From an optimization exercise on the open Yosys and OpenROAD flow, aimed at small area, a short achievable clock period and few clock cycles; shortcuts taken in it are not production practice. At most, simulation tests tie the RTL to the original design; equivalence was not proved.

==> 07-13: inputs <==
==> flow/design.v <==
`timescale 1ns / 1ps
module risky(
  input  wire        clk,
  input  wire        rst_n,
  output wire [29:0] imem_addr,
  input  wire [31:0] imem_rdata,
  output wire [29:0] dmem_addr,
  output wire [31:0] dmem_wdata,
  output wire [3:0]  dmem_wstrb,
  input  wire [31:0] dmem_rdata
);
  reg  [29:0] fa;        
  reg  [29:0] pc_d;      
  reg         v_d;       
  assign imem_addr = fa;
  wire [31:0] ins = imem_rdata;
  wire [6:0]  opc = ins[6:0];
  wire [2:0]  f3  = ins[14:12];
  wire [4:0]  rs1 = ins[19:15];
  wire [4:0]  rs2 = ins[24:20];
  wire [4:0]  rd  = ins[11:7];
  wire op_lui   = (opc == 7'b0110111);
  wire op_auipc = (opc == 7'b0010111);
  wire op_jal   = (opc == 7'b1101111);
  wire op_jalr  = (opc == 7'b1100111);
  wire op_br    = (opc == 7'b1100011);
  wire op_ld    = (opc == 7'b0000011);
  wire op_st    = (opc == 7'b0100011);
  wire op_imm   = (opc == 7'b0010011);
  wire op_reg   = (opc == 7'b0110011);
  wire use1 = op_jalr | op_br | op_ld | op_st | op_imm | op_reg;
  wire use2 = op_br | op_st | op_reg;
  wire wr   = (op_lui | op_auipc | op_jal | op_jalr | op_ld | op_imm | op_reg) & (rd != 5'd0);
  wire [31:0] imm_i = {{20{ins[31]}}, ins[31:20]};
  wire [31:0] imm_s = {{20{ins[31]}}, ins[31:25], ins[11:7]};
  wire [31:0] imm_b = {{19{ins[31]}}, ins[31], ins[7], ins[30:25], ins[11:8], 1'b0};
  wire [31:0] imm_u = {ins[31:12], 12'd0};
  wire [31:0] imm_j = {{11{ins[31]}}, ins[31], ins[19:12], ins[20], ins[30:21], 1'b0};
  wire [31:0] imm_t = op_br ? imm_b : op_jal ? imm_j : imm_u;
  wire [29:0] dsum  = pc_d + imm_t[31:2];
  wire        pred  = op_jal | (op_br & ins[31]);
  reg  [1023:32] rf;              
  reg  [31:1] rv;                  
  reg  [4:0]  rd_w;                
  wire [31:0] wd_w;
  reg  [31:0] rf1, rf2;
  integer k;
  always @(*) begin
    rf1 = 32'd0;
    rf2 = 32'd0;
    for (k = 1; k < 32; k = k + 1) begin
      rf1 = rf1 | ({32{rv[k] && rs1 == k}} & rf[32*k +: 32]);
      rf2 = rf2 | ({32{rv[k] && rs2 == k}} & rf[32*k +: 32]);
    end
  end
  genvar g;
  generate
    for (g = 1; g < 32; g = g + 1) begin : regs
      always @(posedge clk) begin
        if (rd_w == g) rf[32*g +: 32] <= wd_w;
      end
    end
  endgenerate
  always @(posedge clk or negedge rst_n) begin
    if (!rst_n) rv <= 31'd0;
    else if (rd_w != 5'd0) rv[rd_w] <= 1'b1;
  end
  reg  [31:0] a_x, b_x, c_x;
  reg  [4:0]  rd_x;                
  reg         ld_x, st_x, br_x, jr_x, pr_x;
  reg  [2:0]  f3_x;
  reg         s_add, s_sub, s_slt, s_sltu, s_xor, s_or, s_and, s_sh, s_b;
  reg         sl_x, sra_x;
  wire [31:0] res_x;
  reg  [31:0] res_m, res_w, wd_m;
  reg  [4:0]  rd_m;
  reg         ld_m, ld_w;
  reg  [3:0]  strb_m;
  reg  [2:0]  f3_m, f3_w;
  wire hx1 = (rd_x == rs1) && (rs1 != 5'd0);
  wire hx2 = (rd_x == rs2) && (rs2 != 5'd0);
  wire hm1 = (rd_m == rs1) && (rs1 != 5'd0);
  wire hm2 = (rd_m == rs2) && (rs2 != 5'd0);
  wire hw1 = (rd_w == rs1) && (rs1 != 5'd0);
  wire hw2 = (rd_w == rs2) && (rs2 != 5'd0);
  wire [31:0] r1 = hx1 ? res_x : hm1 ? res_m : hw1 ? wd_w : rf1;
  wire [31:0] r2 = hx2 ? res_x : hm2 ? res_m : hw2 ? wd_w : rf2;
  wire        xredir;
  wire [29:0] xtarget;
  wire stall = v_d && !xredir &&
               ((ld_x && ((hx1 && use1) || (hx2 && use2))) ||
                (ld_m && ((hm1 && use1) || (hm2 && use2))));
  wire go    = v_d && !xredir && !stall;
  wire dredir = go && pred;
  always @(posedge clk or negedge rst_n) begin
    if (!rst_n) begin
      fa   <= 30'd0;
      v_d  <= 1'b0;
    end
    else begin
      fa   <= xredir ? xtarget : stall ? pc_d : dredir ? dsum : fa + 30'd1;
      v_d  <= !(xredir || stall || dredir);
    end
  end
  always @(posedge clk) pc_d <= fa;
  always @(posedge clk or negedge rst_n) begin
    if (!rst_n) begin
      rd_x <= 5'd0;
      ld_x <= 1'b0;
      st_x <= 1'b0;
      br_x <= 1'b0;
      jr_x <= 1'b0;
    end
    else begin
      rd_x <= go && wr ? rd : 5'd0;
      ld_x <= go && op_ld;
      st_x <= go && op_st;
      br_x <= go && op_br;
      jr_x <= go && op_jalr;
    end
  end
  wire alu_op = op_imm | op_reg;
  wire i30    = ins[30];
  always @(posedge clk) begin
    a_x    <= r1;
    c_x    <= (op_reg | op_br) ? r2 : op_st ? imm_s : imm_i;
    b_x    <= op_st ? r2 :
              op_lui ? imm_u :
              op_auipc ? {dsum, 2'b00} :
              (op_br && !pred) ? {dsum, 2'b00} : {fa, 2'b00};
    pr_x   <= pred;
    f3_x   <= f3;
    s_b    <= op_lui | op_auipc | op_jal | op_jalr;
    s_add  <= op_ld | op_st | (alu_op && f3 == 3'b000 && !(op_reg && i30));
    s_sub  <= op_reg && f3 == 3'b000 && i30;
    s_slt  <= alu_op && f3 == 3'b010;
    s_sltu <= alu_op && f3 == 3'b011;
    s_xor  <= alu_op && f3 == 3'b100;
    s_or   <= alu_op && f3 == 3'b110;
    s_and  <= alu_op && f3 == 3'b111;
    s_sh   <= alu_op && (f3 == 3'b001 || f3 == 3'b101);
    sl_x   <= f3 == 3'b001;
    sra_x  <= f3 == 3'b101 && i30;
  end
  wire [31:0] sum  = a_x + c_x;
  wire [32:0] diff = {1'b0, a_x} - {1'b0, c_x};
  wire        eq   = (a_x == c_x);
  wire        ltu  = diff[32];
  wire        lt   = (a_x[31] ^ c_x[31]) ? a_x[31] : ltu;
  reg taken;
  always @(*) begin
    case (f3_x[2:1])
      2'b00:   taken = eq  ^ f3_x[0];
      2'b10:   taken = lt  ^ f3_x[0];
      2'b11:   taken = ltu ^ f3_x[0];
      default: taken = 1'b0;
    endcase
  end
  assign xredir  = (br_x && (taken != pr_x)) || jr_x;
  assign xtarget = jr_x ? sum[31:2] : b_x[31:2];
  reg  [31:0] a_rev;
  always @(*) for (k = 0; k < 32; k = k + 1) a_rev[k] = a_x[31 - k];
  wire [31:0] sh_in  = sl_x ? a_rev : a_x;
  wire [32:0] sh_ext = {sra_x & a_x[31], sh_in};
  wire [32:0] sh_out = $signed(sh_ext) >>> c_x[4:0];
  reg  [31:0] sh_rev;
  always @(*) for (k = 0; k < 32; k = k + 1) sh_rev[k] = sh_out[31 - k];
  wire [31:0] shr = sl_x ? sh_rev : sh_out[31:0];
  assign res_x = ({32{s_add}}  & sum) |
                 ({32{s_sub}}  & diff[31:0]) |
                 ({32{s_slt}}  & {31'd0, lt}) |
                 ({32{s_sltu}} & {31'd0, ltu}) |
                 ({32{s_xor}}  & (a_x ^ c_x)) |
                 ({32{s_or}}   & (a_x | c_x)) |
                 ({32{s_and}}  & (a_x & c_x)) |
                 ({32{s_sh}}   & shr) |
                 ({32{s_b}}    & b_x);
  reg [3:0] strb;
  always @(*) begin
    case (f3_x[1:0])
      2'b00:   strb = 4'b0001 << sum[1:0];
      2'b01:   strb = sum[1] ? 4'b1100 : 4'b0011;
      default: strb = 4'b1111;
    endcase
  end
  always @(posedge clk or negedge rst_n) begin
    if (!rst_n) begin
      rd_m   <= 5'd0;
      ld_m   <= 1'b0;
      strb_m <= 4'd0;
      rd_w   <= 5'd0;
      ld_w   <= 1'b0;
    end
    else begin
      rd_m   <= rd_x;
      ld_m   <= ld_x;
      strb_m <= st_x ? strb : 4'd0;
      rd_w   <= rd_m;
      ld_w   <= ld_m;
    end
  end
  always @(posedge clk) begin
    res_m <= res_x;
    f3_m  <= f3_x;
    wd_m  <= {f3_x[1] ? b_x[31:24] : f3_x[0] ? b_x[15:8] : b_x[7:0],
              f3_x[1] ? b_x[23:16] : b_x[7:0],
              (f3_x[1] | f3_x[0]) ? b_x[15:8] : b_x[7:0],
              b_x[7:0]};
    res_w <= res_m;
    f3_w  <= f3_m;
  end
  assign dmem_addr  = res_m[31:2];
  assign dmem_wstrb = strb_m;
  assign dmem_wdata = wd_m;
  wire [1:0]  off_w = res_w[1:0];
  wire [7:0]  lb = off_w[1] ? (off_w[0] ? dmem_rdata[31:24] : dmem_rdata[23:16])
                            : (off_w[0] ? dmem_rdata[15:8]  : dmem_rdata[7:0]);
  wire [15:0] lh = off_w[1] ? dmem_rdata[31:16] : dmem_rdata[15:0];
  wire [31:0] ldata = (f3_w[1:0] == 2'b00) ? {{24{lb[7]  & ~f3_w[2]}}, lb} :
                      (f3_w[1:0] == 2'b01) ? {{16{lh[15] & ~f3_w[2]}}, lh} :
                      dmem_rdata;
  assign wd_w = ld_w ? ldata : res_w;
endmodule
==> flow/run.sh <==
#!/bin/bash
# synth_recipe.tcl (not shown) runs the flow's synth.tcl, then flattens the netlist and writes it again
# the make line also repeats each setting of config.mk as NAME=value (left out here)
make -C /OpenROAD-flow-scripts/flow DESIGN_CONFIG=/design/flow/config.mk WORK_HOME=/design/flow/orfs CLKGATE_MAP_FILE= SYNTH_SCRIPT=/design/flow/synth_recipe.tcl finish
==> flow/config.mk <==
export PLATFORM = sky130hd
export DESIGN_NAME = risky
export DESIGN_NICKNAME = risky
export VERILOG_FILES = /design/flow/design.v
export SDC_FILE = /design/flow/constraint.sdc
export NUM_CORES = 4
export LEC_CHECK = 0
export CAP_MARGIN = 20
export CORE_MARGIN = 2
export CORE_UTILIZATION = 45
export PLACE_DENSITY = 0.6
export SETUP_SLACK_MARGIN = 5
export SLEW_MARGIN = 20
==> flow/constraint.sdc <==
create_clock -name core_clock -period 10.0 [get_ports {clk}]
set_input_delay 2.0000 -clock core_clock [delete_from_list [all_inputs] [get_ports {clk}]]
set_output_delay 2.0000 -clock core_clock [all_outputs]
set_load 0.01 [all_outputs]
==> 12-16 (differences from 07-13) <==
--- a/flow/design.v
+++ b/flow/design.v
@@ -10,10 +10,13 @@
   input  wire [31:0] dmem_rdata
 );
   reg  [29:0] fa;        
+  reg  [29:0] pc_i;      
+  reg         v_i;       
+  reg  [31:0] ir;        
   reg  [29:0] pc_d;      
   reg         v_d;       
   assign imem_addr = fa;
-  wire [31:0] ins = imem_rdata;
+  wire [31:0] ins = ir;
   wire [6:0]  opc = ins[6:0];
   wire [2:0]  f3  = ins[14:12];
   wire [4:0]  rs1 = ins[19:15];
@@ -36,9 +39,9 @@
   wire [31:0] imm_b = {{19{ins[31]}}, ins[31], ins[7], ins[30:25], ins[11:8], 1'b0};
   wire [31:0] imm_u = {ins[31:12], 12'd0};
   wire [31:0] imm_j = {{11{ins[31]}}, ins[31], ins[19:12], ins[20], ins[30:21], 1'b0};
-  wire [31:0] imm_t = op_br ? imm_b : op_jal ? imm_j : imm_u;
+  wire [31:0] imm_t = !opc[2] ? imm_b : imm_u;
   wire [29:0] dsum  = pc_d + imm_t[31:2];
-  wire        pred  = op_jal | (op_br & ins[31]);
+  reg         pred;                
   reg  [1023:32] rf;              
   reg  [31:1] rv;                  
   reg  [4:0]  rd_w;                
@@ -66,11 +69,19 @@
     else if (rd_w != 5'd0) rv[rd_w] <= 1'b1;
   end
   reg  [31:0] a_x, b_x, c_x;
-  reg  [4:0]  rd_x;                
-  reg         ld_x, st_x, br_x, jr_x, pr_x;
+  reg  [2:0]  px_x;                
+  reg  [4:0]  rd_xr;
+  reg         ld_xr, st_xr, br_xr, jr_xr, pr_x, kx;
+  wire [4:0]  rd_x = kx ? 5'd0 : rd_xr;    
+  wire        ld_x = ld_xr && !kx;
+  wire        st_x = st_xr && !kx;
+  wire        br_x = br_xr && !kx;
+  wire        jr_x = jr_xr && !kx;
   reg  [2:0]  f3_x;
-  reg         s_add, s_sub, s_slt, s_sltu, s_xor, s_or, s_and, s_sh, s_b;
+  reg         s_add, s_slt, s_sltu, s_xor, s_or, s_and, s_sh, s_b;
+  reg         sub_x;               
   reg         sl_x, sra_x;
+  reg         fa_x, fb_x, fc_x;    
   wire [31:0] res_x;
   reg  [31:0] res_m, res_w, wd_m;
   reg  [4:0]  rd_m;
@@ -83,40 +94,56 @@
   wire hm2 = (rd_m == rs2) && (rs2 != 5'd0);
   wire hw1 = (rd_w == rs1) && (rs1 != 5'd0);
   wire hw2 = (rd_w == rs2) && (rs2 != 5'd0);
-  wire [31:0] r1 = hx1 ? res_x : hm1 ? res_m : hw1 ? wd_w : rf1;
-  wire [31:0] r2 = hx2 ? res_x : hm2 ? res_m : hw2 ? wd_w : rf2;
+  wire [31:0] r1 = hm1 ? res_m : hw1 ? wd_w : rf1;
+  wire [31:0] r2 = hm2 ? res_m : hw2 ? wd_w : rf2;
   wire        xredir;
   wire [29:0] xtarget;
-  wire stall = v_d && !xredir &&
+  wire stall = v_d &&
                ((ld_x && ((hx1 && use1) || (hx2 && use2))) ||
                 (ld_m && ((hm1 && use1) || (hm2 && use2))));
-  wire go    = v_d && !xredir && !stall;
-  wire dredir = go && pred;
+  wire go    = v_d && !stall;
+  wire [31:0] iw     = imem_rdata;
+  wire        i_jal  = (iw[6:0] == 7'b1101111);
+  reg  [7:0] bh;
+  wire        i_bb   = (iw[6:0] == 7'b1100011) && (iw[31] || bh[pc_i[2:0]]);
+  wire [29:0] i_imm  = iw[3] ? {{12{iw[31]}}, iw[19:12], iw[20], iw[30:22]}
+                             : {{20{iw[31]}}, iw[7], iw[30:25], iw[11:9]};
+  wire [29:0] isum   = pc_i + i_imm;
+  wire        ired   = v_i && (i_jal || i_bb) && !xredir && !stall;
   always @(posedge clk or negedge rst_n) begin
     if (!rst_n) begin
       fa   <= 30'd0;
+      v_i  <= 1'b0;
       v_d  <= 1'b0;
     end
     else begin
-      fa   <= xredir ? xtarget : stall ? pc_d : dredir ? dsum : fa + 30'd1;
-      v_d  <= !(xredir || stall || dredir);
-    end
-  end
-  always @(posedge clk) pc_d <= fa;
+      fa   <= ired ? isum : xredir ? xtarget : stall ? pc_d : fa + 30'd1;
+      v_i  <= !(xredir || stall || ired);
+      v_d  <= v_i && !(xredir || stall);
+    end
+  end
+  always @(posedge clk) begin
+    pc_i <= fa;
+    ir   <= imem_rdata;
+    pc_d <= pc_i;
+    pred <= i_jal || i_bb;
+  end
   always @(posedge clk or negedge rst_n) begin
     if (!rst_n) begin
-      rd_x <= 5'd0;
-      ld_x <= 1'b0;
-      st_x <= 1'b0;
-      br_x <= 1'b0;
-      jr_x <= 1'b0;
+      rd_xr <= 5'd0;
+      ld_xr <= 1'b0;
+      st_xr <= 1'b0;
+      br_xr <= 1'b0;
+      jr_xr <= 1'b0;
+      kx    <= 1'b0;
     end
     else begin
-      rd_x <= go && wr ? rd : 5'd0;
-      ld_x <= go && op_ld;
-      st_x <= go && op_st;
-      br_x <= go && op_br;
-      jr_x <= go && op_jalr;
+      rd_xr <= go && wr ? rd : 5'd0;
+      ld_xr <= go && op_ld;
+      st_xr <= go && op_st;
+      br_xr <= go && op_br;
+      jr_xr <= go && op_jalr;
+      kx    <= xredir;
     end
   end
   wire alu_op = op_imm | op_reg;
@@ -127,12 +154,16 @@
     b_x    <= op_st ? r2 :
               op_lui ? imm_u :
               op_auipc ? {dsum, 2'b00} :
-              (op_br && !pred) ? {dsum, 2'b00} : {fa, 2'b00};
+              (op_br && !pred) ? {dsum, 2'b00} : {pc_i, 2'b00};
     pr_x   <= pred;
+    px_x   <= pc_d[2:0];
+    fa_x   <= hx1;
+    fb_x   <= hx2 & op_st;
+    fc_x   <= hx2 & (op_reg | op_br);
     f3_x   <= f3;
     s_b    <= op_lui | op_auipc | op_jal | op_jalr;
-    s_add  <= op_ld | op_st | (alu_op && f3 == 3'b000 && !(op_reg && i30));
-    s_sub  <= op_reg && f3 == 3'b000 && i30;
+    s_add  <= op_ld | op_st | (alu_op && f3 == 3'b000);
+    sub_x  <= op_br | (op_reg && f3 == 3'b000 && i30) | (alu_op && f3[2:1] == 2'b01);
     s_slt  <= alu_op && f3 == 3'b010;
     s_sltu <= alu_op && f3 == 3'b011;
     s_xor  <= alu_op && f3 == 3'b100;
@@ -142,11 +173,13 @@
     sl_x   <= f3 == 3'b001;
     sra_x  <= f3 == 3'b101 && i30;
   end
-  wire [31:0] sum  = a_x + c_x;
-  wire [32:0] diff = {1'b0, a_x} - {1'b0, c_x};
-  wire        eq   = (a_x == c_x);
-  wire        ltu  = diff[32];
-  wire        lt   = (a_x[31] ^ c_x[31]) ? a_x[31] : ltu;
+  wire [31:0] xa = fa_x ? res_m : a_x;
+  wire [31:0] xb = fb_x ? res_m : b_x;
+  wire [31:0] xc = fc_x ? res_m : c_x;
+  wire [32:0] sum  = {1'b0, xa} + {1'b0, xc ^ {32{sub_x}}} + {32'd0, sub_x};
+  wire        eq   = (xa == xc);
+  wire        ltu  = ~sum[32];
+  wire        lt   = (xa[31] ^ xc[31]) ? xa[31] : ltu;
   reg taken;
   always @(*) begin
     case (f3_x[2:1])
@@ -157,24 +190,27 @@
     endcase
   end
   assign xredir  = (br_x && (taken != pr_x)) || jr_x;
-  assign xtarget = jr_x ? sum[31:2] : b_x[31:2];
+  always @(posedge clk or negedge rst_n) begin
+    if (!rst_n) bh <= 8'd0;
+    else if (br_x) bh[px_x] <= taken;
+  end
+  assign xtarget = jr_x ? sum[31:2] : xb[31:2];
   reg  [31:0] a_rev;
-  always @(*) for (k = 0; k < 32; k = k + 1) a_rev[k] = a_x[31 - k];
-  wire [31:0] sh_in  = sl_x ? a_rev : a_x;
-  wire [32:0] sh_ext = {sra_x & a_x[31], sh_in};
-  wire [32:0] sh_out = $signed(sh_ext) >>> c_x[4:0];
+  always @(*) for (k = 0; k < 32; k = k + 1) a_rev[k] = xa[31 - k];
+  wire [31:0] sh_in  = sl_x ? a_rev : xa;
+  wire [32:0] sh_ext = {sra_x & xa[31], sh_in};
+  wire [32:0] sh_out = $signed(sh_ext) >>> xc[4:0];
   reg  [31:0] sh_rev;
   always @(*) for (k = 0; k < 32; k = k + 1) sh_rev[k] = sh_out[31 - k];
   wire [31:0] shr = sl_x ? sh_rev : sh_out[31:0];
-  assign res_x = ({32{s_add}}  & sum) |
-                 ({32{s_sub}}  & diff[31:0]) |
+  assign res_x = ({32{s_add}}  & sum[31:0]) |
                  ({32{s_slt}}  & {31'd0, lt}) |
                  ({32{s_sltu}} & {31'd0, ltu}) |
-                 ({32{s_xor}}  & (a_x ^ c_x)) |
-                 ({32{s_or}}   & (a_x | c_x)) |
-                 ({32{s_and}}  & (a_x & c_x)) |
+                 ({32{s_xor}}  & (xa ^ xc)) |
+                 ({32{s_or}}   & (xa | xc)) |
+                 ({32{s_and}}  & (xa & xc)) |
                  ({32{s_sh}}   & shr) |
-                 ({32{s_b}}    & b_x);
+                 ({32{s_b}}    & xb);
   reg [3:0] strb;
   always @(*) begin
     case (f3_x[1:0])
@@ -202,10 +238,10 @@
   always @(posedge clk) begin
     res_m <= res_x;
     f3_m  <= f3_x;
-    wd_m  <= {f3_x[1] ? b_x[31:24] : f3_x[0] ? b_x[15:8] : b_x[7:0],
-              f3_x[1] ? b_x[23:16] : b_x[7:0],
-              (f3_x[1] | f3_x[0]) ? b_x[15:8] : b_x[7:0],
-              b_x[7:0]};
+    wd_m  <= {f3_x[1] ? xb[31:24] : f3_x[0] ? xb[15:8] : xb[7:0],
+              f3_x[1] ? xb[23:16] : xb[7:0],
+              (f3_x[1] | f3_x[0]) ? xb[15:8] : xb[7:0],
+              xb[7:0]};
     res_w <= res_m;
     f3_w  <= f3_m;
   end
==> flow/flow/run.sh (new file) <==
#!/bin/bash
bash standard.sh "BUFFER_PORTS_ARGS=-buffer_cell sky130_fd_sc_hd__buf_4" SETUP_SLACK_MARGIN=6.0 finish > standard.log 2>&1
==> flow/standard.sh (new file) <==
#!/bin/bash
# synth_recipe.tcl (not shown) runs the flow's synth.tcl, then flattens the netlist and writes it again
# the make line also repeats each setting of config.mk as NAME=value (left out here)
make -C /OpenROAD-flow-scripts/flow DESIGN_CONFIG=/design/flow/config.mk WORK_HOME=/design/flow/orfs CLKGATE_MAP_FILE= SYNTH_SCRIPT=/design/flow/synth_recipe.tcl "${@:-finish}"
--- a/flow/config.mk
+++ b/flow/config.mk
@@ -7,7 +7,9 @@
 export LEC_CHECK = 0
 export CAP_MARGIN = 20
 export CORE_MARGIN = 2
-export CORE_UTILIZATION = 45
-export PLACE_DENSITY = 0.6
+export CORE_UTILIZATION = 42
+export CTS_CLUSTER_DIAMETER = 80
+export CTS_CLUSTER_SIZE = 24
+export PLACE_DENSITY = 0.56
 export SETUP_SLACK_MARGIN = 5
 export SLEW_MARGIN = 20
removed: flow/run.sh
==> 07-19 (differences from 07-13) <==
--- a/flow/design.v
+++ b/flow/design.v
@@ -69,8 +69,10 @@
   reg  [4:0]  rd_x;                
   reg         ld_x, st_x, br_x, jr_x, pr_x;
   reg  [2:0]  f3_x;
-  reg         s_add, s_sub, s_slt, s_sltu, s_xor, s_or, s_and, s_sh, s_b;
+  reg         s_add, s_slt, s_sltu, s_xor, s_or, s_and, s_sh, s_b;
+  reg         sub_x;               
   reg         sl_x, sra_x;
+  reg         fa_x, fb_x, fc_x;    
   wire [31:0] res_x;
   reg  [31:0] res_m, res_w, wd_m;
   reg  [4:0]  rd_m;
@@ -83,8 +85,8 @@
   wire hm2 = (rd_m == rs2) && (rs2 != 5'd0);
   wire hw1 = (rd_w == rs1) && (rs1 != 5'd0);
   wire hw2 = (rd_w == rs2) && (rs2 != 5'd0);
-  wire [31:0] r1 = hx1 ? res_x : hm1 ? res_m : hw1 ? wd_w : rf1;
-  wire [31:0] r2 = hx2 ? res_x : hm2 ? res_m : hw2 ? wd_w : rf2;
+  wire [31:0] r1 = hm1 ? res_m : hw1 ? wd_w : rf1;
+  wire [31:0] r2 = hm2 ? res_m : hw2 ? wd_w : rf2;
   wire        xredir;
   wire [29:0] xtarget;
   wire stall = v_d && !xredir &&
@@ -98,7 +100,7 @@
       v_d  <= 1'b0;
     end
     else begin
-      fa   <= xredir ? xtarget : stall ? pc_d : dredir ? dsum : fa + 30'd1;
+      fa   <= dredir ? dsum : xredir ? xtarget : stall ? pc_d : fa + 30'd1;
       v_d  <= !(xredir || stall || dredir);
     end
   end
@@ -129,10 +131,13 @@
               op_auipc ? {dsum, 2'b00} :
               (op_br && !pred) ? {dsum, 2'b00} : {fa, 2'b00};
     pr_x   <= pred;
+    fa_x   <= hx1;
+    fb_x   <= hx2 & op_st;
+    fc_x   <= hx2 & (op_reg | op_br);
     f3_x   <= f3;
     s_b    <= op_lui | op_auipc | op_jal | op_jalr;
-    s_add  <= op_ld | op_st | (alu_op && f3 == 3'b000 && !(op_reg && i30));
-    s_sub  <= op_reg && f3 == 3'b000 && i30;
+    s_add  <= op_ld | op_st | (alu_op && f3 == 3'b000);
+    sub_x  <= op_br | (op_reg && f3 == 3'b000 && i30) | (alu_op && f3[2:1] == 2'b01);
     s_slt  <= alu_op && f3 == 3'b010;
     s_sltu <= alu_op && f3 == 3'b011;
     s_xor  <= alu_op && f3 == 3'b100;
@@ -142,11 +147,13 @@
     sl_x   <= f3 == 3'b001;
     sra_x  <= f3 == 3'b101 && i30;
   end
-  wire [31:0] sum  = a_x + c_x;
-  wire [32:0] diff = {1'b0, a_x} - {1'b0, c_x};
-  wire        eq   = (a_x == c_x);
-  wire        ltu  = diff[32];
-  wire        lt   = (a_x[31] ^ c_x[31]) ? a_x[31] : ltu;
+  wire [31:0] xa = fa_x ? res_m : a_x;
+  wire [31:0] xb = fb_x ? res_m : b_x;
+  wire [31:0] xc = fc_x ? res_m : c_x;
+  wire [32:0] sum  = {1'b0, xa} + {1'b0, xc ^ {32{sub_x}}} + {32'd0, sub_x};
+  wire        eq   = (xa == xc);
+  wire        ltu  = ~sum[32];
+  wire        lt   = (xa[31] ^ xc[31]) ? xa[31] : ltu;
   reg taken;
   always @(*) begin
     case (f3_x[2:1])
@@ -157,24 +164,23 @@
     endcase
   end
   assign xredir  = (br_x && (taken != pr_x)) || jr_x;
-  assign xtarget = jr_x ? sum[31:2] : b_x[31:2];
+  assign xtarget = jr_x ? sum[31:2] : xb[31:2];
   reg  [31:0] a_rev;
-  always @(*) for (k = 0; k < 32; k = k + 1) a_rev[k] = a_x[31 - k];
-  wire [31:0] sh_in  = sl_x ? a_rev : a_x;
-  wire [32:0] sh_ext = {sra_x & a_x[31], sh_in};
-  wire [32:0] sh_out = $signed(sh_ext) >>> c_x[4:0];
+  always @(*) for (k = 0; k < 32; k = k + 1) a_rev[k] = xa[31 - k];
+  wire [31:0] sh_in  = sl_x ? a_rev : xa;
+  wire [32:0] sh_ext = {sra_x & xa[31], sh_in};
+  wire [32:0] sh_out = $signed(sh_ext) >>> xc[4:0];
   reg  [31:0] sh_rev;
   always @(*) for (k = 0; k < 32; k = k + 1) sh_rev[k] = sh_out[31 - k];
   wire [31:0] shr = sl_x ? sh_rev : sh_out[31:0];
-  assign res_x = ({32{s_add}}  & sum) |
-                 ({32{s_sub}}  & diff[31:0]) |
+  assign res_x = ({32{s_add}}  & sum[31:0]) |
                  ({32{s_slt}}  & {31'd0, lt}) |
                  ({32{s_sltu}} & {31'd0, ltu}) |
-                 ({32{s_xor}}  & (a_x ^ c_x)) |
-                 ({32{s_or}}   & (a_x | c_x)) |
-                 ({32{s_and}}  & (a_x & c_x)) |
+                 ({32{s_xor}}  & (xa ^ xc)) |
+                 ({32{s_or}}   & (xa | xc)) |
+                 ({32{s_and}}  & (xa & xc)) |
                  ({32{s_sh}}   & shr) |
-                 ({32{s_b}}    & b_x);
+                 ({32{s_b}}    & xb);
   reg [3:0] strb;
   always @(*) begin
     case (f3_x[1:0])
@@ -202,10 +208,10 @@
   always @(posedge clk) begin
     res_m <= res_x;
     f3_m  <= f3_x;
-    wd_m  <= {f3_x[1] ? b_x[31:24] : f3_x[0] ? b_x[15:8] : b_x[7:0],
-              f3_x[1] ? b_x[23:16] : b_x[7:0],
-              (f3_x[1] | f3_x[0]) ? b_x[15:8] : b_x[7:0],
-              b_x[7:0]};
+    wd_m  <= {f3_x[1] ? xb[31:24] : f3_x[0] ? xb[15:8] : xb[7:0],
+              f3_x[1] ? xb[23:16] : xb[7:0],
+              (f3_x[1] | f3_x[0]) ? xb[15:8] : xb[7:0],
+              xb[7:0]};
     res_w <= res_m;
     f3_w  <= f3_m;
   end
--- a/flow/config.mk
+++ b/flow/config.mk
@@ -7,7 +7,7 @@
 export LEC_CHECK = 0
 export CAP_MARGIN = 20
 export CORE_MARGIN = 2
-export CORE_UTILIZATION = 45
-export PLACE_DENSITY = 0.6
+export CORE_UTILIZATION = 50
+export PLACE_DENSITY = 0.65
 export SETUP_SLACK_MARGIN = 5
 export SLEW_MARGIN = 20
==> impl_metrics.ini <==
[outcome]
status = no timing/DRC/antenna violations

[finish]
drive_gt1_frac = 0.143
multi_input_area_share = 0.370

[routing]
vias = 59651

[worst_setup_path]
cpPeakStageDelay_ns = 1.12

[yosys]
ys_ff_latch = 1322

[pwr]
seq_cell_power_w = 0.00672

[sta]
worst_slack_ns = 4.79
That was 07-13.
==> impl_metrics.ini <==
[outcome]
status = no timing/DRC/antenna violations

[worst_setup_path]
cpPeakStageDelay_ns = 0.76

[finish]
multi_input_area_share = 0.357
final_util = 0.584
drive_gt1_frac = 0.150

[yosys]
ys_ff_latch = 1325

[sta]
worst_slack_ns = 4.83

[pwr]
p_comb_frac = 0.146
seq_cell_power_w = 0.00641

[routing]
vias = 58861

[grt]
grt-ovfl-total = 0
That was 07-19.
==> impl_metrics.ini <==
[pwr]
seq_cell_power_w = 0.00691

[routing]
vias = 60888

[outcome]
failed_checks = max-capacitance violations, max-slew violations
status = finished with violations

[job]
maxCapViolations = 1

[sta]
final_max_slew_viol_count = 5

[worst_setup_path]
cpPeakStageDelay_ns = 0.64

[finish]
multi_input_area_share = 0.380
That was 12-16.
Testbench counts of 12-16, summed over its fixed seeds: cycles 417,215.
Testbench counts of 07-19, summed over its fixed seeds: cycles 412,398.
No functional check of the RTL was part of 07-13.

-- separate check: timing with driven ports --
How much do the figures lean on ideal ports? The routed layouts below were timed once more, with nothing changed but the port constraints. Step 1 assumes that a clkbuf_16 drives the clock port and a buf_2 every other input. Step 2 moves the port delays by t, midway between the first and last clock arrival at a register: inputs arrive t later, outputs are due t later. That takes back most of the time a late clock gives input paths. Slacks: no drivers / after step 1 / after step 2; pairs: no drivers / after step 1.
run | t, ns | setup WS [ns] | hold WS [ns] | worst data-port slew with drivers (ns)
07-13 | 0.879 | 4.794 / 4.844 / 3.965 | 0.329 / 0.329 / 0.329 | 0.16
12-16 | 0.840 | 5.597 / 5.597 / 4.834 | 0.329 / 0.329 / 0.329 | 0.08
07-19 | 0.877 | 4.834 / 4.881 / 4.004 | 0.333 / 0.333 / 0.333 | 0.19
For 07-19, which loses most, drivers alone change the setup slack by +0.047 ns; drivers and shift together by -0.830 ns.
